Background: an optimization exercise with open tools, aiming at small area, a short achievable clock period and few clock cycles per item. Do not read the settings as production practice.
No functional check of the RTL was part of any run shown here.

==> flow/design.v (outline; a module is shown in full before it is edited, if it fits) <==
// module DSP_CONV1D: 431 lines
// module conv_mul_s1: 626 lines
// module conv_mul_s2: 193 lines
// module conv_booth_enc: 50 lines
module DSP_CONV1D #(
    parameter AXI_DATA_WIDTH = 32,
    parameter AXI_ADDR_WIDTH = 5,  
    parameter DSP_DATA_WIDTH = 32,
    parameter MAX_CONV_LEN = 256,
    parameter MAX_KERNEL_LEN = 32
)(
    input  s_axi_clk,
    input  s_axi_resetn,  
    input  [AXI_ADDR_WIDTH-1:0] s_axi_awaddr,
    input  s_axi_awvalid,
    output reg s_axi_awready,
    input  [AXI_DATA_WIDTH-1:0] s_axi_wdata,
    input  [AXI_DATA_WIDTH/8-1:0] s_axi_wstrb,
    input  s_axi_wvalid,
    output reg s_axi_wready,
    output reg  s_axi_bvalid,
    input  s_axi_bready,
    output reg [1:0] s_axi_bresp,
    input  [AXI_ADDR_WIDTH-1:0] s_axi_araddr,
    input  s_axi_arvalid,
    output reg s_axi_arready,
    output reg [AXI_DATA_WIDTH-1:0] s_axi_rdata,
    output reg [1:0] s_axi_rresp,
    output reg s_axi_rvalid,
    input  s_axi_rready,
    output interrupt_o,
    output reg [DSP_DATA_WIDTH-1:0] dsp_mem_addr_o,
    input  [DSP_DATA_WIDTH-1:0] dsp_mem_rdata_i,
    output reg dsp_mem_req_o,
    input  dsp_mem_ack_i,
    output reg dsp_mem_we_o,
    output reg [DSP_DATA_WIDTH-1:0] dsp_mem_wdata_o
);
  // ...
==> flow/run.sh <==
#!/bin/bash
# synth_recipe.tcl (not shown) runs the flow's synth.tcl, then flattens the netlist and writes it again
# the make line also repeats each setting of config.mk as NAME=value (left out here)
make -C /OpenROAD-flow-scripts/flow DESIGN_CONFIG=/design/flow/config.mk WORK_HOME=/design/flow/orfs CLKGATE_MAP_FILE= SYNTH_SCRIPT=/design/flow/synth_recipe.tcl finish
==> flow/config.mk <==
export PLATFORM = sky130hd
export DESIGN_NAME = DSP_CONV1D
export DESIGN_NICKNAME = DSP_CONV1D
export VERILOG_FILES = /design/flow/design.v
export SDC_FILE = /design/flow/constraint.sdc
export NUM_CORES = 8
export LEC_CHECK = 0
export ABC_CLOCK_PERIOD_IN_PS = 3000
export CAP_MARGIN = 20
export CORE_MARGIN = 2
export CORE_UTILIZATION = 40
export SETUP_SLACK_MARGIN = 5
export SLEW_MARGIN = 20
==> flow/constraint.sdc <==
create_clock -name core_clock -period 9.0 [get_ports {s_axi_clk}]
set_input_delay 1.8000 -clock core_clock [delete_from_list [all_inputs] [get_ports {s_axi_clk}]]
set_output_delay 1.8000 -clock core_clock [all_outputs]
set_load 0.01 [all_outputs]
==> metrics.md, run 1 <==
| Metric | Value |
|---|---|
| Metal2 WL | between 50 and 60 mm |
| Drt initial violations | about 3000 |
| Layout fillers | 11715 |
| Die width | roughly 370 um |
| First-pass DRT Iterations | 6 |
| Metal-1 WL | ~61 mm |
| DR WL met3 | between 8 and 9 mm |
| Slew @ Worst Pin | 1151 ps |
| WHS Endpoint | w1$_DFF_PN0_ |
| RePlAce Congestion | around 0.86 |
| N_taps | 1742 |
| Status | no timing/DRC/antenna violations |
| Sequential cell area share | ~47% |
| Max clock buf depth | 3 |
| Count leader, synth | edfxtp_1 |
| Final setup viols | 0 |
| Xor and xnor area share after synthesis | between 7 and 8% |
| First-pass GRT wire length | 198.2 mm |
| Synth Flop Type | edfxtp_1 |
| Largest net degree at the start of global routing | 126 |
| H-tree levels | 3 |
| Non-Clock Buffer Count | about 250 |
| Largest family of logic cells by synthesized area | adder cells |
| WHS | between 300 and 400 ps |
| Maximum achievable frequency | approximately 0.26 GHz |
| Hold Path Cell Cnt | 0 |
| Adder-Cell Fraction of Synth Area | ~11% |
| Yosys top cell area share | between 30% and 40% |
| Yosys warns | 3 |
| Fin area | approximately 0.060 mm^2 |
| HPWL Detailed | approximately 85 mm |
| Clk_buf instances | 156 |
| R2R depth | 7 |
| CP arrival | roughly 4500 ps |
| Family with the most delay on the worst path | adder cells |
| Dominant kind of cell | sequential cells |
| CTS root buffer | clkbuf_16 |
| Worst-path fanout max | 23 |
| M1 GR Usage | between 20% and 30% |
| MaxCap Viol Count | 0 |
==> run 2, diff against run 1 <==
==> flow/flow/run.sh (new file) <==
#!/bin/bash
set -euo pipefail
bash standard.sh SETUP_SLACK_MARGIN=5.7 finish > standard_finish.log 2>&1
==> flow/standard.sh (new file) <==
#!/bin/bash
# synth_recipe.tcl (not shown) runs the flow's synth.tcl, then flattens the netlist and writes it again
# the make line also repeats each setting of config.mk as NAME=value (left out here)
make -C /OpenROAD-flow-scripts/flow DESIGN_CONFIG=/design/flow/config.mk WORK_HOME=/design/flow/orfs CLKGATE_MAP_FILE= SYNTH_SCRIPT=/design/flow/synth_recipe.tcl "${@:-finish}"
--- a/flow/config.mk
+++ b/flow/config.mk
@@ -9,5 +9,4 @@
 export CAP_MARGIN = 20
 export CORE_MARGIN = 2
 export CORE_UTILIZATION = 40
-export SETUP_SLACK_MARGIN = 5
 export SLEW_MARGIN = 20
removed: flow/run.sh
==> run 2 against run 1 <==
- still clean
- sequential share of layout area shrank 1.3 points
- synthesized area is the same
==> metrics.md, run 2 <==
| Metric | Value |
|---|---|
| Yosys reg bits | 1047 (unchanged) |
| Wirelength, routed | 136.2 mm (was 130.1 mm) |
| Layout fillers | 11597 (was 11715) |
| Syn Inst Count | 4160 (unchanged) |
| FFs w/ async S/R, synth | 24.74% (unchanged) |
| Area Growth Syn to Fin | 17.86% (was 14.53%) |
| First-pass GRT wire length | 203.3 mm (was 198.2 mm) |
| Hold_sp | inv_q$_DFF_P_ (was w0$_DFF_PN0_) |
| Kind of critical path | reg -> out (was reg -> reg) |
| Synth area leader | edfxtp_1 (unchanged) |
| Post-placement setup slack | 4057 ps (was 4049 ps) |
| Worst-path fanout max | 2 (was 23) |
| Setup ws final | 5698 ps (was 5130 ps) |
| Setup Skew | 84.58 ps (was 63.69 ps) |
| Final period utilization | 36.69% (was 43.00%) |
| Count leader, synth | edfxtp_1 (unchanged) |
| Family with the most delay on the worst path | flip-flops (was adder cells) |
| Adder-Cell Fraction of Synth Area | 11.24% (unchanged) |
| First-pass DRT Iterations | 5 (was 6) |
| Largest cells by area after synthesis | edfxtp_1 (35%), dfrtp_1 (12%), fa_1 (8.6%) (unchanged) |
| Via density | 5.301 (was 5.310) |
| Compound-Gate Fraction of Synth Area | 9.919% (unchanged) |
| Slowest cell on crit path | dfrtp_1 (was edfxtp_1) |
| WP buf/inv | 1 (unchanged) |
| WL per Instance | 21.82 um (was 21.24 um) |
| Final Hold Viols | 0 (unchanged) |
| Final setup viols | 0 (unchanged) |
| Cell area after synthesis | 0.05215 mm^2 (unchanged) |
| GRT Overall Usage | 20.06% (was 19.43%) |
| Setup TNS | 0 ps (unchanged) |
| CTS tree | built (unchanged) |
| Die Area | 0.1333 mm^2 (unchanged) |
| Placement Rows | 132 (unchanged) |
| H-tree levels | 3 (unchanged) |
| Vias in the first global route | 32969 (was 32612) |
| Top reg by flops | rows_q (unchanged) |
| Max FFs per register | 119 (unchanged) |
| Clk sinks | 1047 (unchanged) |
| Clk Latency, worst-skew pair | 760 ps (about the same) |
| Area of the multi-input gates | 0.02245 mm^2 (was 0.02187 mm^2) |
| Worst path cell trace | o21a_1 -> buf_6 (was a22oi_1 -> xor2_1 -> fa_1 -> fa_1 -> inv_1 -> fa_1 -> fa_1) |
| I/O Buffers | 185 (unchanged) |
| Slew Limit Headroom | 32.25% (was 23.25%) |
| Syn Area/Cell | 12.54 um^2 (unchanged) |
| CTS Hold Bufs | 0 (unchanged) |
| RePlAce Congestion | 0.8700 (was 0.8640) |
| Yosys top cell area share | 34.72% (unchanged) |
| Number of synthesized flops with an enable pin | 603 (unchanged) |
| Synth Area in Simple Gates | 5.893% (unchanged) |
| Largest family of logic cells by synthesized area | adder cells (unchanged) |
| FF+latch area | 0.02831 mm^2 (about the same) |
| Antenna viol nets, final | 0 (unchanged) |
| Worst reg2reg path startpoint | dl[2][24]$_DFFE_PN_ (was ksel_q[13]$_DFFE_PP_) |
| Max clock buf depth | 3 (unchanged) |
| RSZ-0062 raised after global routing | yes (was no) |
| Via Count | 33083 (was 32519) |
| HPWL Detailed | 87.25 mm (was 85.49 mm) |
| Core area | 0.1295 mm^2 (unchanged) |
| MaxCap Viol Count | 0 (unchanged) |
| Synth Flop Type | edfxtp_1 (unchanged) |
| Distinct cells, synth | 70 (unchanged) |
| CTS root buffer | clkbuf_16 (unchanged) |
| Initial core utilization | 40.27% (unchanged) |
| Commonest non-fill, non-tap cells in the layout | edfxtp_1 (603), inv_1 (325), a22oi_1 (292), xnor2_1 (267), dfrtp_1 (250) (was edfxtp_1 (603), inv_1 (328), a22oi_1 (306), xnor2_1 (276), dfrtp_1 (252)) |
| Commonest non-fill, non-tap cell in the layout | edfxtp_1 (unchanged) |
| Layout cells sized above 1 | 16.46% (was 12.00%) |
| Commonest cells post-synth | edfxtp_1 (603), inv_1 (330), a22oi_1 (306) (unchanged) |
| Status | no timing/DRC/antenna violations (unchanged) |
| # IOs | 194 (unchanged) |
| Grt ovf | 0 (unchanged) |
| Drc violations | 0 (unchanged) |
| CTS buffer count | 111 (unchanged) |
| Critical Path RT | 7200 ps (was 9580 ps) |
| DP Cell Count | 5910 (was 5911) |
| Yosys warns | 3 (unchanged) |
| Slew @ Worst Pin | 1014 ps (was 1151 ps) |
| Final min period | 3302 ps (was 3870 ps) |
| Tightest Hold Check Type | reg -> reg (unchanged) |
| Slew Viols, Final | 0 (unchanged) |
| Mux contribution to synthesized area | 6.596% (unchanged) |
| Crit. End Element | primary output (was flop) |
| Fin nets | 4812 (was 4706) |
| Slowest stage delay, CP | 380 ps (was 1110 ps) |
| Worst setup startpoint | error_r$_DFFE_PN0P_ (was ksel_q[13]$_DFFE_PP_) |
| Final cell count without fillers | 6241 (was 6124) |
| Initial antenna violation count | 15 (was 1) |
| Clock transition at path regs | 60 ps (about the same) |
| Drt initial violations | 3033 (was 3031) |
| Largest net degree at the start of global routing | 115 (was 126) |
| Maximum achievable frequency | 0.3028 GHz (was 0.2584 GHz) |
| Post-synthesis sequential area ratio | 54.26% (unchanged) |
| Xor and xnor area share after synthesis | 7.911% (unchanged) |
| Height of the die | 365.1 um (unchanged) |
| Crit path launch type | flop (unchanged) |
| CP arrival | 1500 ps (was 4450 ps) |
| Die width | 365.1 um (unchanged) |
==> run 2: final timing paths <==
path / end / slack, ps / depth (start not counted)
max: interrupt_o / 5700 / 2
min: start_q$_DFF_PN0_ / 340 / 1
max reg2reg: rows_q[125]$_DFF_P_ / 5740 / 8
min reg2reg: start_q$_DFF_PN0_ / 340 / 1
max in group asynchronous: v1$_DFF_PN0_ / 6580 / 2
min in group asynchronous: data_out_addr_r[15]$_DFFE_PN0P_ / 1050 / 1
==> run 2: what timing repair did <==
action	in CTS	in global routing
cloned	6	7
hold endpoints to repair	0	0
gates resized for setup	211	68
pin swaps	7	24
endpoints found under the setup margin	381	156
buffers inserted	66	32
==> run 2: cell families after synthesis <==
group / after synthesis
compound gates: 778
fa+ha+maj: 334
other cells: 1
xor+xnor: 471
buf+inv: 572
simple gates: 644
mux: 313
flops: 1047
==> run 2: worst register-to-register path, stage by stage (launching register included) <==
cell and delay, ps:
edfxtp_1 610, a22oi_2 290, xnor2_1 110, fa_2 540, inv_1 40, fa_1 550
inv_1 70, fa_1 500, fa_1 420
==> run 2: cell type report <==
class,instances,share of cell area [%]
flip-flops and latches,1047,46.07
multi-input cells,2549,36.52
repair buffers,352,5.452
clock buffers,160,5.189
well taps,1742,3.546
inverters,330,2.028
clock inverters,52,1.154
diodes,8,0.03257
repair inverters,1,0.01221
==> run 2: per-stage QoR <==
stage	instance area [um^2]	hold WS (ps)	utilization, %
after global routing	61460	352.9	47.46
after floorplan	52530	331.2	-
after global placement	56090	335.1	43.32
after CTS	60730	348.3	46.91
final	61460	344.7	47.47
after detailed placement	56090	336.3	43.32
==> run 2: per-layer routing <==
| metal | GRT usage, % | wire length (um) | vias up |
|---|---|---|---|
| met1 | 28.99 | 62120 | 16529 |
| met3 | 3.503 | 9630 | 240 |
| met4 | 6.835 | 4258 | 6 |
| met5 | 0 | 36 | - |
| li1 | - | - | 15133 |
| met2 | 30.48 | 60130 | 1175 |
==> module DSP_CONV1D, before the edit <==
module DSP_CONV1D #(
    parameter AXI_DATA_WIDTH = 32,
    parameter AXI_ADDR_WIDTH = 5,  
    parameter DSP_DATA_WIDTH = 32,
    parameter MAX_CONV_LEN = 256,
    parameter MAX_KERNEL_LEN = 32
)(
    input  s_axi_clk,
    input  s_axi_resetn,  
    input  [AXI_ADDR_WIDTH-1:0] s_axi_awaddr,
    input  s_axi_awvalid,
    output reg s_axi_awready,
    input  [AXI_DATA_WIDTH-1:0] s_axi_wdata,
    input  [AXI_DATA_WIDTH/8-1:0] s_axi_wstrb,
    input  s_axi_wvalid,
    output reg s_axi_wready,
    output reg  s_axi_bvalid,
    input  s_axi_bready,
    output reg [1:0] s_axi_bresp,
    input  [AXI_ADDR_WIDTH-1:0] s_axi_araddr,
    input  s_axi_arvalid,
    output reg s_axi_arready,
    output reg [AXI_DATA_WIDTH-1:0] s_axi_rdata,
    output reg [1:0] s_axi_rresp,
    output reg s_axi_rvalid,
    input  s_axi_rready,
    output interrupt_o,
    output reg [DSP_DATA_WIDTH-1:0] dsp_mem_addr_o,
    input  [DSP_DATA_WIDTH-1:0] dsp_mem_rdata_i,
    output reg dsp_mem_req_o,
    input  dsp_mem_ack_i,
    output reg dsp_mem_we_o,
    output reg [DSP_DATA_WIDTH-1:0] dsp_mem_wdata_o
);
    localparam P   = 4;    
    localparam LP  = 2;    
    localparam R   = 4;    
    localparam FD  = 3;    
    localparam WQD = 2;    
    localparam CTRL_REG_ADDR          = 5'h00;
    localparam STATUS_REG_ADDR        = 5'h04;
    localparam DATA_IN_ADDR_REG_ADDR  = 5'h08;
    localparam KERNEL_ADDR_REG_ADDR   = 5'h0C;
    localparam DATA_OUT_ADDR_REG_ADDR = 5'h10;
    localparam DATA_LEN_REG_ADDR      = 5'h14;
    localparam KERNEL_LEN_REG_ADDR    = 5'h18;
    reg interrupt_enable_r;
    reg busy_r;
    reg done_r;
    reg error_r;
    reg [31:0] data_in_addr_r;
    reg [31:0] kernel_addr_r;
    reg [31:0] data_out_addr_r;
    reg [31:0] data_len_r;
    reg [31:0] kernel_len_r;
    assign interrupt_o = (done_r || error_r) && interrupt_enable_r;
    wire axi_write_fire_w = s_axi_awvalid && s_axi_awready && s_axi_wvalid && s_axi_wready;
    wire axi_read_fire_w  = s_axi_arvalid && s_axi_arready;
    wire start_cmd_w = axi_write_fire_w && (s_axi_awaddr == CTRL_REG_ADDR) && s_axi_wdata[0] && !busy_r;
    wire status_read_w = axi_read_fire_w && (s_axi_araddr == STATUS_REG_ADDR);
    always @(posedge s_axi_clk or negedge s_axi_resetn) begin
        if (!s_axi_resetn) begin
            s_axi_awready <= 1'b0;
            s_axi_wready  <= 1'b0;
        end else begin
            if (axi_write_fire_w) begin
                s_axi_awready <= 1'b0;
                s_axi_wready  <= 1'b0;
            end else if (!s_axi_bvalid || s_axi_bready) begin
                s_axi_awready <= 1'b1;
                s_axi_wready  <= 1'b1;
            end
        end
    end
    always @(posedge s_axi_clk or negedge s_axi_resetn) begin
        if (!s_axi_resetn) begin
            interrupt_enable_r <= 1'b0;
            data_in_addr_r     <= 32'b0;
            kernel_addr_r      <= 32'b0;
            data_out_addr_r    <= 32'b0;
            data_len_r         <= 32'b0;
            kernel_len_r       <= 32'b0;
            s_axi_bvalid       <= 1'b0;
            s_axi_bresp        <= 2'b00;
        end else begin
            if (axi_write_fire_w) begin
                s_axi_bvalid <= 1'b1;
                s_axi_bresp  <= 2'b00;
                case (s_axi_awaddr)
                    CTRL_REG_ADDR:          interrupt_enable_r <= s_axi_wdata[1];
                    DATA_IN_ADDR_REG_ADDR:  data_in_addr_r  <= s_axi_wdata;
                    KERNEL_ADDR_REG_ADDR:   kernel_addr_r   <= s_axi_wdata;
                    DATA_OUT_ADDR_REG_ADDR: data_out_addr_r <= s_axi_wdata;
                    DATA_LEN_REG_ADDR:      data_len_r      <= s_axi_wdata;
                    KERNEL_LEN_REG_ADDR:    kernel_len_r    <= s_axi_wdata;
                    default: begin
                    end
                endcase
            end else if (s_axi_bready && s_axi_bvalid) begin
                s_axi_bvalid <= 1'b0;
            end
        end
    end
    always @(posedge s_axi_clk or negedge s_axi_resetn) begin
        if (!s_axi_resetn) begin
            s_axi_arready <= 1'b0;
        end else begin
            if (axi_read_fire_w) begin
                s_axi_arready <= 1'b0;
            end else if (!s_axi_rvalid || s_axi_rready) begin
                s_axi_arready <= 1'b1;
            end
        end
    end
    always @(posedge s_axi_clk or negedge s_axi_resetn) begin
        if (!s_axi_resetn) begin
            s_axi_rvalid <= 1'b0;
            s_axi_rresp  <= 2'b00;
            s_axi_rdata  <= 32'b0;
        end else begin
            if (axi_read_fire_w) begin
                s_axi_rvalid <= 1'b1;
                s_axi_rresp  <= 2'b00;
                case (s_axi_araddr)
                    CTRL_REG_ADDR:          s_axi_rdata <= {30'b0, interrupt_enable_r, 1'b0};
                    STATUS_REG_ADDR:        s_axi_rdata <= {29'b0, error_r, done_r, busy_r};
                    DATA_IN_ADDR_REG_ADDR:  s_axi_rdata <= data_in_addr_r;
                    KERNEL_ADDR_REG_ADDR:   s_axi_rdata <= kernel_addr_r;
                    DATA_OUT_ADDR_REG_ADDR: s_axi_rdata <= data_out_addr_r;
                    DATA_LEN_REG_ADDR:      s_axi_rdata <= data_len_r;
                    KERNEL_LEN_REG_ADDR:    s_axi_rdata <= kernel_len_r;
                    default:                s_axi_rdata <= 32'hDEADBEEF;
                endcase
            end else if (s_axi_rready && s_axi_rvalid) begin
                s_axi_rvalid <= 1'b0;
            end
        end
    end
    wire [5:0] kl6_w  = kernel_len_r[5:0];
    wire kz_w   = (kernel_len_r == 32'd0);
    wire kbig_w = (kernel_len_r[31:6] != 26'd0) || (kl6_w > 6'd32);
    wire nhi_w  = (data_len_r[31:9] != 23'd0);
    wire nlt_w  = !nhi_w && (data_len_r[8:0] < {3'b0, kl6_w});
    wire nbig_w = nhi_w || (data_len_r[8:0] >= {3'b100, kl6_w});
    reg        inv_q;        
    reg [7:0]  nm1_q;        
    reg [5:0]  kl_q;         
    reg [8:0]  dlm1_q;       
    reg [7:0]  lasti_q;      
    reg [8:0]  nblk_q;       
    reg        small_q;      
    reg [LP-1:0] skip_q;     
    always @(posedge s_axi_clk) begin
        inv_q   <= kz_w || kbig_w || nlt_w || nbig_w;
        nm1_q   <= data_len_r[7:0] - {2'b0, kl6_w};
        kl_q    <= kl6_w;
        dlm1_q  <= data_len_r[8:0] - 9'd1;
        small_q <= (nm1_q < P - 1);
        lasti_q <= (nm1_q < P - 1) ? 8'd0 : (nm1_q + 8'd1 - P);
        nblk_q  <= {1'b0, nm1_q >> LP} + 9'd1;
        skip_q  <= (P - 1) - nm1_q[LP-1:0];
    end
    reg errp_q;      
    reg start_q;     
    wire finish_w;
    always @(posedge s_axi_clk or negedge s_axi_resetn) begin
        if (!s_axi_resetn) begin
            busy_r  <= 1'b0;
            done_r  <= 1'b0;
            error_r <= 1'b0;
            errp_q  <= 1'b0;
            start_q <= 1'b0;
        end else begin
            start_q <= start_cmd_w && !inv_q;
            if (start_cmd_w) begin
                busy_r  <= 1'b1;
                done_r  <= 1'b0;
                error_r <= 1'b0;
                errp_q  <= inv_q;
            end else begin
                if (finish_w || errp_q) begin
                    done_r  <= 1'b1;
                    error_r <= errp_q;
                    busy_r  <= 1'b0;
                    errp_q  <= 1'b0;
                end else if (status_read_w) begin
                    done_r  <= 1'b0;
                    error_r <= 1'b0;
                end
            end
        end
    end
    localparam FPW = (FD > 1) ? $clog2(FD) : 1;
    reg [31:0]    fifo [0:FD-1];
    reg [FPW:0]   f_cnt, f_res;
    reg [FPW-1:0] f_rp, f_wp;
    reg           f_avail_q, f_roomy_q;
    wire [31:0] f_head = fifo[f_rp];
    wire f_push = dsp_mem_req_o && dsp_mem_ack_i && !dsp_mem_we_o;
    wire f_pop;
    wire do_r;
    always @(posedge s_axi_clk) begin
        if (f_push) fifo[f_wp] <= dsp_mem_rdata_i;
    end
    always @(posedge s_axi_clk or negedge s_axi_resetn) begin
        if (!s_axi_resetn) begin
            f_cnt <= 0; f_res <= 0; f_rp <= 0; f_wp <= 0;
            f_avail_q <= 1'b0; f_roomy_q <= 1'b1;
        end else begin
            if (f_push) f_wp <= (f_wp == FD-1) ? 0 : f_wp + 1'b1;
            if (f_pop)  f_rp <= (f_rp == FD-1) ? 0 : f_rp + 1'b1;
            case ({f_push, f_pop})
                2'b10: begin f_cnt <= f_cnt + 1'b1; f_avail_q <= 1'b1; end
                2'b01: begin f_cnt <= f_cnt - 1'b1; f_avail_q <= (f_cnt != 1); end
                default: ;
            endcase
            case ({do_r, f_pop})
                2'b10: begin f_res <= f_res + 1'b1; f_roomy_q <= (f_res < FD - 1); end
                2'b01: begin f_res <= f_res - 1'b1; f_roomy_q <= 1'b1; end
                default: ;
            endcase
        end
    end
    localparam WPW = (WQD > 1) ? $clog2(WQD) : 1;
    reg [31:0]    wq   [0:WQD-1];
    reg [WPW:0]   wq_cnt;
    reg [WPW-1:0] wq_rp, wq_wp;
    reg           wq_ne_q;       
    reg           wcredit_q;     
    wire          wq_push;
    wire [31:0]   wq_din;
    wire          do_w;
    wire          w0_n;
    reg           v0, f0, w0;    
    reg           v1, f1, w1;
    reg  [WPW+1:0] w_pend;
    wire [WPW+1:0] w_pend_n = w_pend + w0_n - do_w;
    always @(posedge s_axi_clk) begin
        if (wq_push) wq[wq_wp] <= wq_din;
    end
    always @(posedge s_axi_clk or negedge s_axi_resetn) begin
        if (!s_axi_resetn) begin
            wq_cnt <= 0; wq_rp <= 0; wq_wp <= 0;
            wq_ne_q <= 1'b0; wcredit_q <= 1'b1; w_pend <= 0;
        end else begin
            if (wq_push) wq_wp <= (wq_wp == WQD-1) ? 0 : wq_wp + 1'b1;
            if (do_w)    wq_rp <= (wq_rp == WQD-1) ? 0 : wq_rp + 1'b1;
            case ({wq_push, do_w})
                2'b10: begin wq_cnt <= wq_cnt + 1'b1; wq_ne_q <= 1'b1; end
                2'b01: begin wq_cnt <= wq_cnt - 1'b1; wq_ne_q <= (wq_cnt != 1); end
                default: ;
            endcase
            w_pend <= w_pend_n;
            wcredit_q <= (w_pend_n < WQD);
        end
    end
    reg        r_act;      
    reg        r_k;        
    reg [LP:0] r_fill;     
    reg [5:0]  r_kidx;     
    reg [8:0]  r_nblk;     
    reg [7:0]  r_i;        
    reg [8:0]  rx_idx;     
    reg [31:0] raddr_q;    
    reg        rv_q;       
    wire [7:0] r_inext = (r_nblk == 9'd2) ? lasti_q : r_i + P;
    wire r_grpend = (r_fill == 1);
    wire r_blkend = r_grpend && (r_kidx == kl_q);
    wire r_gen = r_act && (!rv_q || do_r);
    wire [31:0] r_addr = (r_k ? kernel_addr_r : data_in_addr_r) + (r_k ? {26'd0, r_kidx} : {23'd0, rx_idx});
    always @(posedge s_axi_clk or negedge s_axi_resetn) begin
        if (!s_axi_resetn) begin
            r_act <= 1'b0;
            rv_q  <= 1'b0;
        end else begin
            if (start_q) r_act <= 1'b1;
            else if (r_gen && !r_k && r_blkend && r_nblk == 9'd1) r_act <= 1'b0;
            if (r_gen) rv_q <= 1'b1;
            else if (do_r) rv_q <= 1'b0;
        end
    end
    always @(posedge s_axi_clk) begin
        if (r_gen) raddr_q <= r_addr;
        if (start_q) begin
            r_k     <= 1'b1;
            r_kidx  <= 6'd0;
            r_nblk  <= nblk_q;
            r_i     <= 8'd0;
            rx_idx  <= 9'd0;
        end else if (r_gen) begin
            if (r_k) begin
                r_kidx  <= r_kidx + 6'd1;
                r_k     <= 1'b0;
                r_fill  <= (r_kidx == 6'd0) ? P : 1;
            end else begin
                if (rx_idx != dlm1_q) rx_idx <= rx_idx + 9'd1;    
                r_fill <= r_fill - 1'b1;
                if (r_grpend) r_k <= 1'b1;
                if (r_blkend) begin                  
                    r_kidx  <= 6'd0;
                    r_nblk  <= r_nblk - 9'd1;
                    r_i     <= r_inext;
                    rx_idx  <= {1'b0, r_inext};
                end
            end
        end
    end
    wire m_free = !dsp_mem_req_o || dsp_mem_ack_i;
    wire want_r = rv_q && (f_roomy_q || f_pop);
    assign do_w = m_free && wq_ne_q;
    assign do_r = m_free && !wq_ne_q && want_r;
    reg [31:0] waddr_q;    
    always @(posedge s_axi_clk or negedge s_axi_resetn) begin
        if (!s_axi_resetn) begin
            dsp_mem_req_o <= 1'b0;
            dsp_mem_we_o  <= 1'b0;
        end else if (m_free) begin
            dsp_mem_req_o <= wq_ne_q || want_r;
            dsp_mem_we_o  <= wq_ne_q;
        end
    end
    always @(posedge s_axi_clk) begin
        if (m_free) begin
            dsp_mem_addr_o  <= wq_ne_q ? waddr_q : raddr_q;
            dsp_mem_wdata_o <= wq[wq_rp];
        end
        if (start_q) waddr_q <= data_out_addr_r;
        else if (do_w) waddr_q <= waddr_q + 32'd1;
    end
    reg st_kload, st_run, st_flush, st_drain;
    reg [5:0]    c_tap;
    reg [LP-1:0] c_slot;
    reg [8:0]    c_nblk;
    reg          c_first;    
    reg          t0, tl, s0, sl;    
    reg [31:0] a_q;          
    reg [47:0] ksel_q;       
    reg [31:0] dl [0:P-2];   
    wire need_f = t0 || s0 || sl;
    wire wr_op  = t0 && !c_first;
    wire iss_run = st_run && (!need_f || f_avail_q) && (!wr_op || wcredit_q);
    wire flush_wr = small_q ? ({1'b0, c_slot} <= nm1_q[LP:0]) : (c_slot >= skip_q);
    wire iss_flush = st_flush && (!flush_wr || wcredit_q);
    wire iss_kload = st_kload && f_avail_q;
    assign f_pop = iss_kload || (iss_run && need_f);
    assign w0_n = (iss_run && wr_op) || (iss_flush && flush_wr);
    wire [31:0] x_in = (t0 || sl) ? f_head : dl[0];
    wire [47:0] ksel_w;
    conv_booth_enc u_enc (.k(f_head), .sel(ksel_w));
    wire drained = !v0 && !v1 && !wq_ne_q && !dsp_mem_req_o;
    assign finish_w = st_drain && drained;
    integer di;
    always @(posedge s_axi_clk) begin
        if (iss_kload || (iss_run && s0 && !t0)) ksel_q <= ksel_w;
        if (iss_run) begin
            a_q <= x_in;
            for (di = 0; di < P-2; di = di + 1) dl[di] <= dl[di+1];
            dl[P-2] <= x_in;
        end
    end
    always @(posedge s_axi_clk or negedge s_axi_resetn) begin
        if (!s_axi_resetn) begin
            st_kload <= 1'b0; st_run <= 1'b0; st_flush <= 1'b0; st_drain <= 1'b0;
            c_tap <= 6'd0; c_slot <= 0; c_nblk <= 9'd0; c_first <= 1'b0;
            t0 <= 1'b0; tl <= 1'b0; s0 <= 1'b0; sl <= 1'b0;
            v0 <= 1'b0; f0 <= 1'b0; w0 <= 1'b0;
            v1 <= 1'b0; f1 <= 1'b0; w1 <= 1'b0;
        end else begin
            v1 <= v0; f1 <= f0; w1 <= w0;
            v0 <= iss_run || iss_flush;
            f0 <= iss_run && t0;
            w0 <= w0_n;
            if (start_q) begin
                st_kload <= 1'b1;
                c_nblk <= nblk_q;
                c_first <= 1'b1;
                c_tap <= 6'd0; c_slot <= 0;
                t0 <= 1'b1; tl <= (kl_q == 6'd1); s0 <= 1'b1; sl <= 1'b0;
            end
            if (iss_kload) begin
                st_kload <= 1'b0;
                st_run <= 1'b1;
            end
            if (iss_run || iss_flush) begin
                c_slot <= c_slot + 1'b1;
                s0 <= sl;
                sl <= (c_slot == P-2);
            end
            if (iss_run && sl) begin
                c_tap <= c_tap + 6'd1;
                t0 <= 1'b0;
                tl <= (c_tap + 6'd2 == kl_q);
                if (tl) begin                        
                    c_tap <= 6'd0;
                    t0 <= 1'b1;
                    tl <= (kl_q == 6'd1);
                    c_first <= 1'b0;
                    c_nblk <= c_nblk - 9'd1;
                    st_run <= 1'b0;
                    if (c_nblk == 9'd1) st_flush <= 1'b1;
                    else st_kload <= 1'b1;
                end
            end
            if (iss_flush && sl) begin
                st_flush <= 1'b0;
                st_drain <= 1'b1;
            end
            if (finish_w) st_drain <= 1'b0;
        end
    end
    wire [R*32-1:0] rows_w;
    reg  [R*32-1:0] rows_q;
    conv_mul_s1 u_s1 (.x(a_q), .sel(ksel_q), .rows(rows_w));
    always @(posedge s_axi_clk) rows_q <= rows_w;
    reg  [31:0] ring [0:P-2];
    reg  [31:0] rcs0, rcs1;
    wire [31:0] acc_in = f1 ? 32'd0 : ring[0];
    wire [31:0] q0_w, q1_w;
    conv_mul_s2 u_s2 (.rows(rows_q), .acc(acc_in), .q0(q0_w), .q1(q1_w));
    integer ri;
    always @(posedge s_axi_clk) begin
        if (v1) begin
            for (ri = 0; ri < P-2; ri = ri + 1) ring[ri] <= ring[ri+1];
            ring[P-2] <= rcs0 + rcs1;
            rcs0 <= q0_w;
            rcs1 <= q1_w;
        end
    end
    assign wq_push   = v1 && w1;
    assign wq_din    = ring[0];
endmodule
==> run 3, diff against run 2 <==
--- a/flow/design.v
+++ b/flow/design.v
@@ -261,26 +261,19 @@
     reg [8:0]  r_nblk;     
     reg [7:0]  r_i;        
     reg [8:0]  rx_idx;     
-    reg [31:0] raddr_q;    
-    reg        rv_q;       
     wire [7:0] r_inext = (r_nblk == 9'd2) ? lasti_q : r_i + P;
     wire r_grpend = (r_fill == 1);
     wire r_blkend = r_grpend && (r_kidx == kl_q);
-    wire r_gen = r_act && (!rv_q || do_r);
-    wire [31:0] r_addr = (r_k ? kernel_addr_r : data_in_addr_r) + (r_k ? {26'd0, r_kidx} : {23'd0, rx_idx});
+    wire r_gen = do_r;
     always @(posedge s_axi_clk or negedge s_axi_resetn) begin
         if (!s_axi_resetn) begin
             r_act <= 1'b0;
-            rv_q  <= 1'b0;
         end else begin
             if (start_q) r_act <= 1'b1;
             else if (r_gen && !r_k && r_blkend && r_nblk == 9'd1) r_act <= 1'b0;
-            if (r_gen) rv_q <= 1'b1;
-            else if (do_r) rv_q <= 1'b0;
         end
     end
     always @(posedge s_axi_clk) begin
-        if (r_gen) raddr_q <= r_addr;
         if (start_q) begin
             r_k     <= 1'b1;
             r_kidx  <= 6'd0;
@@ -306,10 +299,12 @@
         end
     end
     wire m_free = !dsp_mem_req_o || dsp_mem_ack_i;
-    wire want_r = rv_q && (f_roomy_q || f_pop);
+    wire want_r = r_act && (f_roomy_q || f_pop);
     assign do_w = m_free && wq_ne_q;
     assign do_r = m_free && !wq_ne_q && want_r;
-    reg [31:0] waddr_q;    
+    reg [8:0]  w_idx;      
+    wire [31:0] base_sel = wq_ne_q ? data_out_addr_r : (r_k ? kernel_addr_r : data_in_addr_r);
+    wire [8:0]  idx_sel  = wq_ne_q ? w_idx : (r_k ? {3'b0, r_kidx} : rx_idx);
     always @(posedge s_axi_clk or negedge s_axi_resetn) begin
         if (!s_axi_resetn) begin
             dsp_mem_req_o <= 1'b0;
@@ -321,11 +316,11 @@
     end
     always @(posedge s_axi_clk) begin
         if (m_free) begin
-            dsp_mem_addr_o  <= wq_ne_q ? waddr_q : raddr_q;
+            dsp_mem_addr_o  <= base_sel + {23'd0, idx_sel};
             dsp_mem_wdata_o <= wq[wq_rp];
         end
-        if (start_q) waddr_q <= data_out_addr_r;
-        else if (do_w) waddr_q <= waddr_q + 32'd1;
+        if (start_q) w_idx <= 9'd0;
+        else if (do_w) w_idx <= w_idx + 9'd1;
     end
     reg st_kload, st_run, st_flush, st_drain;
     reg [5:0]    c_tap;
==> flow/run.sh (new file) <==
#!/bin/bash
# synth_recipe.tcl (not shown) runs the flow's synth.tcl, then flattens the netlist and writes it again
# the make line also repeats each setting of config.mk as NAME=value (left out here)
make -C /OpenROAD-flow-scripts/flow DESIGN_CONFIG=/design/flow/config.mk WORK_HOME=/design/flow/orfs CLKGATE_MAP_FILE= SYNTH_SCRIPT=/design/flow/synth_recipe.tcl finish
--- a/flow/config.mk
+++ b/flow/config.mk
@@ -9,4 +9,5 @@
 export CAP_MARGIN = 20
 export CORE_MARGIN = 2
 export CORE_UTILIZATION = 40
+export SETUP_SLACK_MARGIN = 5
 export SLEW_MARGIN = 20
removed: flow/flow/run.sh
removed: flow/standard.sh
==> run 3 against run 2 <==
- synthesized area down 4.9%
- maximum frequency down 17%
- hold slack better by 7.7 ps
- critical endpoint is now s_axi_rdata[14]$_DFFE_PN0P_
- wire length down 12%
- sequential share of layout area up 0.51 points
- synthesized cell count down 4.2%
- count of clock-buffer cells in the layout down 18
- die area down 4.8%
==> metrics.md, run 3 <==
| Metric | Value |
|---|---|
| Largest net degree at the start of global routing | 88 (was 115) |
| Layout cells sized above 1 | 11.75% (was 16.46%) |
| Fin area | 0.05699 mm^2 (was 0.06146 mm^2) |
| WHS Endpoint | w1$_DFF_PN0_ (was start_q$_DFF_PN0_) |
| Number of synthesized flops with an enable pin | 539 (was 603) |
| Worst R2R End | dsp_mem_addr_o[31]$_DFFE_PN_ (was rows_q[125]$_DFF_P_) |
| Antenna viol nets, final | 0 (unchanged) |
| Clk sinks | 991 (was 1047) |
| Top reg by flops | rows_q (unchanged) |
| Yosys top cell area share | 32.64% (was 34.72%) |
| Via Count | 30958 (was 33083) |
| Count leader, synth | edfxtp_1 (unchanged) |
| Crit. End Element | flop (was primary output) |
| Yosys reg bits | 991 (was 1047) |
| Max clock buf depth | 3 (unchanged) |
| Hold_sp | w0$_DFF_PN0_ (was inv_q$_DFF_P_) |
| Slew Limit Headroom | 30.48% (was 32.25%) |
| MaxCap Viol Count | 0 (unchanged) |
| Area Growth Syn to Fin | 14.90% (was 17.86%) |
| R2R depth | 14 (was 8) |
| Distinct cells, synth | 75 (was 70) |
| Yosys warns | 3 (unchanged) |
| Slowest stage delay, CP | 870 ps (was 380 ps) |
| Commonest cells post-synth | edfxtp_1 (539), a22oi_1 (309), inv_1 (298) (was edfxtp_1 (603), inv_1 (330), a22oi_1 (306)) |
| Clk Latency, worst-skew pair | 710 ps (was 760 ps) |
| RSZ-0062 raised after global routing | yes (unchanged) |
| GRT Overall Usage | 19.06% (was 20.06%) |
| HPWL Detailed | 79.70 mm (was 87.25 mm) |
| CTS buffer count | 105 (was 111) |
| Wirelength, routed | 119.8 mm (was 136.2 mm) |
| Syn Inst Count | 3985 (was 4160) |
| Fin nets | 4531 (was 4812) |
| Slowest cell on crit path | and2_2 (was dfrtp_1) |
| H-tree levels | 3 (unchanged) |
| Crit path launch type | primary input (was flop) |
| Initial core utilization | 40.22% (was 40.27%) |
| Kind of critical path | in -> reg (was reg -> out) |
| Via density | 5.297 (was 5.301) |
| Setup Skew | 44.44 ps (was 84.58 ps) |
| # IOs | 194 (unchanged) |
| Drc violations | 0 (unchanged) |
| Largest cells by area after synthesis | edfxtp_1 (33%), dfrtp_1 (13%), fa_1 (9.0%) (was edfxtp_1 (35%), dfrtp_1 (12%), fa_1 (8.6%)) |
| Cell area after synthesis | 0.04960 mm^2 (was 0.05215 mm^2) |
| CTS root buffer | clkbuf_16 (unchanged) |
| Height of the die | 356.1 um (was 365.1 um) |
| Family with the most delay on the worst path | simple AND/OR/NAND/NOR gates (was flip-flops) |
| Slew Viols, Final | 0 (unchanged) |
| Maximum achievable frequency | 0.2520 GHz (was 0.3028 GHz) |
| CTS tree | built (unchanged) |
| Tightest Hold Check Type | reg -> reg (unchanged) |
| DP Area | 0.05321 mm^2 (was 0.05609 mm^2) |
| CP arrival | 4630 ps (was 1500 ps) |
| Max FFs per register | 119 (unchanged) |
| Slew @ Worst Pin | 1033 ps (was 1014 ps) |
| Commonest non-fill, non-tap cell in the layout | edfxtp_1 (unchanged) |
| Placement Rows | 129 (was 132) |
| Synth area leader | edfxtp_1 (unchanged) |
| Worst-path fanout max | 29 (was 2) |
| Final setup viols | 0 (unchanged) |
| Final min period | 3969 ps (was 3302 ps) |
| FFs w/ async S/R, synth | 26.03% (was 24.74%) |
| WHS | 352.5 ps (was 344.7 ps) |
| DP Cell Count | 5639 (was 5910) |
| Hold Path Cell Cnt | 0 (was 1) |
| First-pass GRT wire length | 187.8 mm (was 203.3 mm) |
| Final Hold Viols | 0 (unchanged) |
| Initial antenna violation count | 6 (was 15) |
| CTS Hold Bufs | 0 (unchanged) |
| Final cell count without fillers | 5844 (was 6241) |
| WL per Instance | 20.51 um (was 21.82 um) |
| WP buf/inv | 1 (unchanged) |
| RePlAce Congestion | 0.8670 (was 0.8700) |
| Worst reg2reg path startpoint | r_k$_SDFFE_PP1P_ (was dl[2][24]$_DFFE_PN_) |
| Vias in the first global route | 32140 (was 32969) |
| Worst path cell trace | clkdlybuf4s50_1 -> nor3_1 -> and2_2 -> a222oi_1 -> a21oi_1 -> a21o_1 (was o21a_1 -> buf_6) |
| Setup TNS | 0 ps (unchanged) |
| Final period utilization | 44.10% (was 36.69%) |
| Post-synthesis sequential area ratio | 53.49% (was 54.26%) |
| Die Area | 0.1268 mm^2 (was 0.1333 mm^2) |
| Syn Area/Cell | 12.45 um^2 (was 12.54 um^2) |
| Flop2flop setup slack | 5190 ps (was 5740 ps) |
| I/O Buffers | 185 (unchanged) |
| Die width | 356.1 um (was 365.1 um) |
| Core area | 0.1233 mm^2 (was 0.1295 mm^2) |
| Drt initial violations | 2372 (was 3033) |
| Grt ovf | 0 (unchanged) |
| Status | no timing/DRC/antenna violations (unchanged) |
| First-pass DRT Iterations | 6 (was 5) |
| Commonest non-fill, non-tap cells in the layout | edfxtp_1 (539), a22oi_1 (309), inv_1 (296), xnor2_1 (269), dfrtp_1 (252) (was edfxtp_1 (603), inv_1 (325), a22oi_1 (292), xnor2_1 (267), dfrtp_1 (250)) |
| Synth Flop Type | edfxtp_1 (unchanged) |
| Clock transition at path regs | 60 ps (about the same) |
| Critical Path RT | 9660 ps (was 7200 ps) |
-- run 3: per-stage QoR --
stage / worst slack (ps) / util [%]
CTS: 5068 / 46.17
floorplan: 4530 / -
global route: 4995 / 46.21
detailed placement: 4169 / 43.15
finish: 5031 / 46.21
global placement: 4217 / 43.13
-- run 3: area by class of cell --
cell class                      instances  area, um^2
Clock inverter                         58       699.4
Inverter                              300        1131
Sequential cell                       991       26540
Fill cell                           11124       66330
Tap cell                             1637        2048
Timing Repair Buffer                  253        2417
Antenna cell                            4       10.01
Multi-Input combinational cell       2459       21150
Clock buffer                          142        2984
-- run 3: metal layers --
| layer | GRT usage [%] | vias to the layer above | share of wire (%) |
|---|---|---|---|
| met3 | 3.099 | 235 | 4.8 |
| met5 | 0 | - | 0.013 |
| met2 | 32.85 | 822 | 50 |
| met4 | 6.819 | 4 | 3.4 |
| met1 | 24.19 | 15652 | 42 |
| li1 | - | 14245 | - |
-- run 3: cell families (layout without fill, tap and decap cells) --
family,Yosys count,in the layout,share of synthesized area (%)
flip-flops,991,991,53.49
other,1,8,0.007561
AO/OA/AOI/OAI,731,731,9.834
adder cells (fa/ha/maj),335,335,11.83
AND/OR/NAND/NOR,641,641,6.181
multiplexers,297,297,6.532
buffers and inverters,538,753,4.165
XOR/XNOR,451,451,7.965
-- run 3: how the worst max path moves through the flow --
stage / to / startpoint / slack (ps) / depth (start not counted)
final: s_axi_rdata[14]$_DFFE_PN0P_ / s_axi_araddr[1] / 5030 / 6
after global placement: s_axi_rdata[14]$_DFFE_PN0P_ / s_axi_araddr[3] / 4220 / 7
after CTS: dsp_mem_addr_o[28]$_DFFE_PN_ / wq_ne_q$_DFFE_PN0P_ / 5070 / 15
after detailed placement: s_axi_rdata[14]$_DFFE_PN0P_ / s_axi_araddr[3] / 4170 / 7
after global routing: dsp_mem_addr_o[31]$_DFFE_PN_ / r_k$_SDFFE_PP1P_ / 4990 / 14
after floorplan: wcredit_q$_DFF_PN1_ / dsp_mem_ack_i / 4530 / 11
-- run 3: repair_timing --
item	4_1_cts	5_1_grt
gates cloned	0	0
hold endpoints to repair	0	0
endpoints found under the setup margin	19	13
pin swaps	1	1
buffers inserted	0	1
resized for setup	10	3
==> run 4, diff against run 3 <==
==> flow/flow/run.sh (new file) <==
#!/bin/bash
set -euo pipefail
bash standard.sh SETUP_SLACK_MARGIN=6 "BUFFER_PORTS_ARGS=-buffer_cell sky130_fd_sc_hd__buf_4" finish > standard_finish.log 2>&1
==> flow/standard.sh (new file) <==
#!/bin/bash
# synth_recipe.tcl (not shown) runs the flow's synth.tcl, then flattens the netlist and writes it again
# the make line also repeats each setting of config.mk as NAME=value (left out here)
make -C /OpenROAD-flow-scripts/flow DESIGN_CONFIG=/design/flow/config.mk WORK_HOME=/design/flow/orfs CLKGATE_MAP_FILE= SYNTH_SCRIPT=/design/flow/synth_recipe.tcl "${@:-finish}"
--- a/flow/config.mk
+++ b/flow/config.mk
@@ -9,5 +9,4 @@
 export CAP_MARGIN = 20
 export CORE_MARGIN = 2
 export CORE_UTILIZATION = 40
-export SETUP_SLACK_MARGIN = 5
 export SLEW_MARGIN = 20
removed: flow/run.sh
==> run 4 against run 3 <==
- global-route usage is 0.37 points higher
- synthesized cell count stayed put
- synthesized area is the same
- highest routed layer unchanged
==> metrics.md, run 4 <==
| Metric | Value |
|---|---|
| WL per Instance | 20.62 um (was 20.51 um) |
| Post-synthesis sequential area ratio | 53.49% (unchanged) |
| Clk Latency, worst-skew pair | 740 ps (was 710 ps) |
| Slew Viols, Final | 0 (unchanged) |
| Vias in the first global route | 32144 (was 32140) |
| Synth Area in Simple Gates | 6.181% (unchanged) |
| Compound-Gate Fraction of Synth Area | 9.834% (unchanged) |
| Drt initial violations | 2523 (was 2372) |
| Final setup viols | 0 (unchanged) |
| Cell area after synthesis | 0.04960 mm^2 (unchanged) |
| RSZ-0062 raised after global routing | yes (unchanged) |
| HPWL Detailed | 78.37 mm (was 79.70 mm) |
| FFs w/ async S/R, synth | 26.03% (unchanged) |
| Commonest non-fill, non-tap cell in the layout | edfxtp_1 (unchanged) |
| First-pass DRT Iterations | 6 (unchanged) |
| Commonest cells post-synth | edfxtp_1 (539), a22oi_1 (309), inv_1 (298) (unchanged) |
| Final period utilization | 36.94% (was 44.10%) |
| CTS tree | built (unchanged) |
| Area Growth Syn to Fin | 21.35% (was 14.90%) |
| Commonest non-fill, non-tap cells in the layout | edfxtp_1 (539), inv_1 (282), a22oi_1 (267), xnor2_1 (257), buf_4 (256) (was edfxtp_1 (539), a22oi_1 (309), inv_1 (296), xnor2_1 (269), dfrtp_1 (252)) |
| Height of the die | 356.1 um (unchanged) |
| Yosys warns | 3 (unchanged) |
| Drc violations | 0 (unchanged) |
| Worst-path fanout max | 12 (was 29) |
| GRT Overall Usage | 19.43% (was 19.06%) |
| Adder-Cell Fraction of Synth Area | 11.83% (unchanged) |
| Distinct cells, synth | 75 (unchanged) |
| Core area | 0.1233 mm^2 (unchanged) |
| Status | no timing/DRC/antenna violations (unchanged) |
| Synth Flop Type | edfxtp_1 (unchanged) |
| Die width | 356.1 um (unchanged) |
| H-tree levels | 3 (unchanged) |
| # IOs | 194 (unchanged) |
| Layout cells sized above 1 | 23.71% (was 11.75%) |
| Clk sinks | 991 (unchanged) |
| Initial core utilization | 40.22% (unchanged) |
| Final min period | 3324 ps (was 3969 ps) |
| DR WL met3 | 7.313 mm (was 5.776 mm) |
| Largest net degree at the start of global routing | 114 (was 88) |
| I/O Buffers | 185 (unchanged) |
| Top reg by flops | rows_q (unchanged) |
| CTS root buffer | clkbuf_16 (unchanged) |
| Count leader, synth | edfxtp_1 (unchanged) |
| Synth area leader | edfxtp_1 (unchanged) |
| Number of synthesized flops with an enable pin | 539 (unchanged) |
| MaxCap Viol Count | 0 (unchanged) |
| Grt ovf | 0 (unchanged) |
| Syn Area/Cell | 12.45 um^2 (unchanged) |
| Kind of critical path | reg -> reg (was in -> reg) |
| Yosys top cell area share | 32.64% (unchanged) |
| Via density | 5.274 (was 5.297) |
| Max clock buf depth | 3 (unchanged) |
| Maximum achievable frequency | 0.3008 GHz (was 0.2520 GHz) |
| Slew Limit Headroom | 29.70% (was 30.48%) |
| Max FFs per register | 119 (unchanged) |
| Final Hold Viols | 0 (unchanged) |
| Mux contribution to synthesized area | 6.532% (unchanged) |
| Antenna viol nets, final | 0 (unchanged) |
| Critical Path RT | 9530 ps (was 9660 ps) |
| RePlAce Congestion | 0.8378 (was 0.8670) |
| Crit. End Element | flop (unchanged) |
| Setup Skew | 83.76 ps (was 44.44 ps) |
| Fin nets | 4712 (was 4531) |
| Metal-1 WL | 56.40 mm (was 50.48 mm) |
| Largest family of logic cells by synthesized area | adder cells (unchanged) |
| Via Count | 31762 (was 30958) |
| Tightest Hold Check Type | reg -> reg (unchanged) |
| Initial antenna violation count | 5 (was 6) |
| Largest cells by area after synthesis | edfxtp_1 (33%), dfrtp_1 (13%), fa_1 (9.0%) (unchanged) |
| Top sig layer | met5 (unchanged) |
| Die Area | 0.1268 mm^2 (unchanged) |
| Final Util | 48.81% (was 46.21%) |
| Crit path launch type | flop (was primary input) |
| Wirelength, routed | 124.2 mm (was 119.8 mm) |
| Metal2 WL | 56.68 mm (was 59.45 mm) |
| Yosys reg bits | 991 (unchanged) |
| CP arrival | 3850 ps (was 4630 ps) |
| Clock transition at path regs | 60 ps (about the same) |
| CTS buffer count | 105 (unchanged) |
| CTS Hold Bufs | 0 (unchanged) |
| Setup TNS | 0 ps (unchanged) |
| Placement Rows | 129 (unchanged) |
| Slew @ Worst Pin | 1053 ps (was 1033 ps) |
| Xor and xnor area share after synthesis | 7.965% (unchanged) |
| First-pass GRT wire length | 191.2 mm (was 187.8 mm) |
| Syn Inst Count | 3985 (unchanged) |
[run 4: cell counts after synthesis]
Identical to the previous run, type by type.
[run 4: path summary, 6_finish.rpt]
path | startpoint | end | slack (ps) | cells past startpoint
worst min-delay path | f0$_DFF_PN0_ | f1$_DFF_PN0_ | 320 | 0
max in group asynchronous | s_axi_resetn | f_rp[1]$_DFFE_PN0P_ | 6540 | 2
worst max-delay path | ksel_q[12]$_DFFE_PP_ | rows_q[125]$_DFF_P_ | 5680 | 8
worst min register to register | f0$_DFF_PN0_ | f1$_DFF_PN0_ | 320 | 0
worst max register to register | ksel_q[12]$_DFFE_PP_ | rows_q[125]$_DFF_P_ | 5680 | 8
min in group asynchronous | s_axi_resetn | data_in_addr_r[11]$_DFFE_PN0P_ | 1110 | 1
[run 4: logic make-up (layout without fill, tap and decap cells)]
group,Yosys count,count (layout)
AND/OR/NAND/NOR,641,642
buffers and inverters,538,932
XOR/XNOR,451,451
multiplexers,297,297
adder cells (fa/ha/maj),335,335
flip-flops,991,991
other,1,6
AO/OA/AOI/OAI,731,731
[run 4: what timing repair did]
action                                  in CTS  in global routing
endpoints found under the setup margin     237                252
buffers inserted                           141                 38
cloned                                      12                  2
resized for setup                          210                163
pin swaps                                   56                 83
[run 4: critical path: stages, from the launching register on]
cell,delay (ps)
edfxtp_1,440
buf_12,190
a22oi_2,160
xor2_1,240
fa_1,470
fa_1,590
inv_2,50
fa_2,540
fa_2,440
[run 4: cell type report]
class	instances	area, um^2
antenna	2	5.005
clock buffer	139	2909
clock inverter	60	593.1
fill	10756	63130
inverter	300	1139
multi-input combinational	2460	22530
sequential	991	26550
tap	1637	2048
timing repair buffer	433	4408
[run 4: layer usage]
layer,global-route usage (%),vias to the layer above
li1,-,14622
met1,27.62,15990
met2,30.22,925
met3,3.078,219
met4,6.785,6
met5,0,-
[run 4: stage by stage]
step	std cells	area [um^2]	hold slack [ps]	setup slack, ps
global route	6021	60180	334.1	5628
floorplan	3988	50800	331.2	4694
finish	6022	60180	323.3	5676
CTS	5979	59150	332.9	5642
detailed placement	5627	53260	340.1	4971
global placement	5627	53260	335.7	4998

==> afterwards: timing with drivers on the ports <==
The flow's constraints put no driver on any port. The routed layouts listed below were extracted and timed again, unchanged, in two steps. Step 1 sets driving cells, clkbuf_16 on the clock port and buf_2 on the other inputs (assumed; they add their load-dependent delay and slew). Step 2, shift: input delay + t, output delay - t, t = (earliest + latest rising clock arrival at the registers) / 2. This alone moves slack from input paths to output paths. Slacks: ideal ports / drivers / drivers and shift; pairs: ideal ports / drivers.
| run | shift t [ns] | slack for setup (ns) | worst setup path at the end | clock arrival spread, ns | slew at the worst register clock pin (ns) |
|---|---|---|---|---|---|
| run 1 | 0.800 | 5.130 / 5.067 / 4.395 | input to register | 0.067 / 0.067 | 0.06 / 0.06 |
| run 2 | 0.790 | 5.698 / 5.628 / 4.963 | input to register | 0.096 / 0.096 | 0.07 / 0.07 |
| run 3 | 0.757 | 5.031 / 5.065 / 4.308 | input to register | 0.058 / 0.058 | 0.07 / 0.07 |
| run 4 | 0.772 | 5.676 / 5.611 / 5.188 | input to register | 0.088 / 0.088 | 0.06 / 0.06 |
After both steps setup and hold are still met in every run listed.
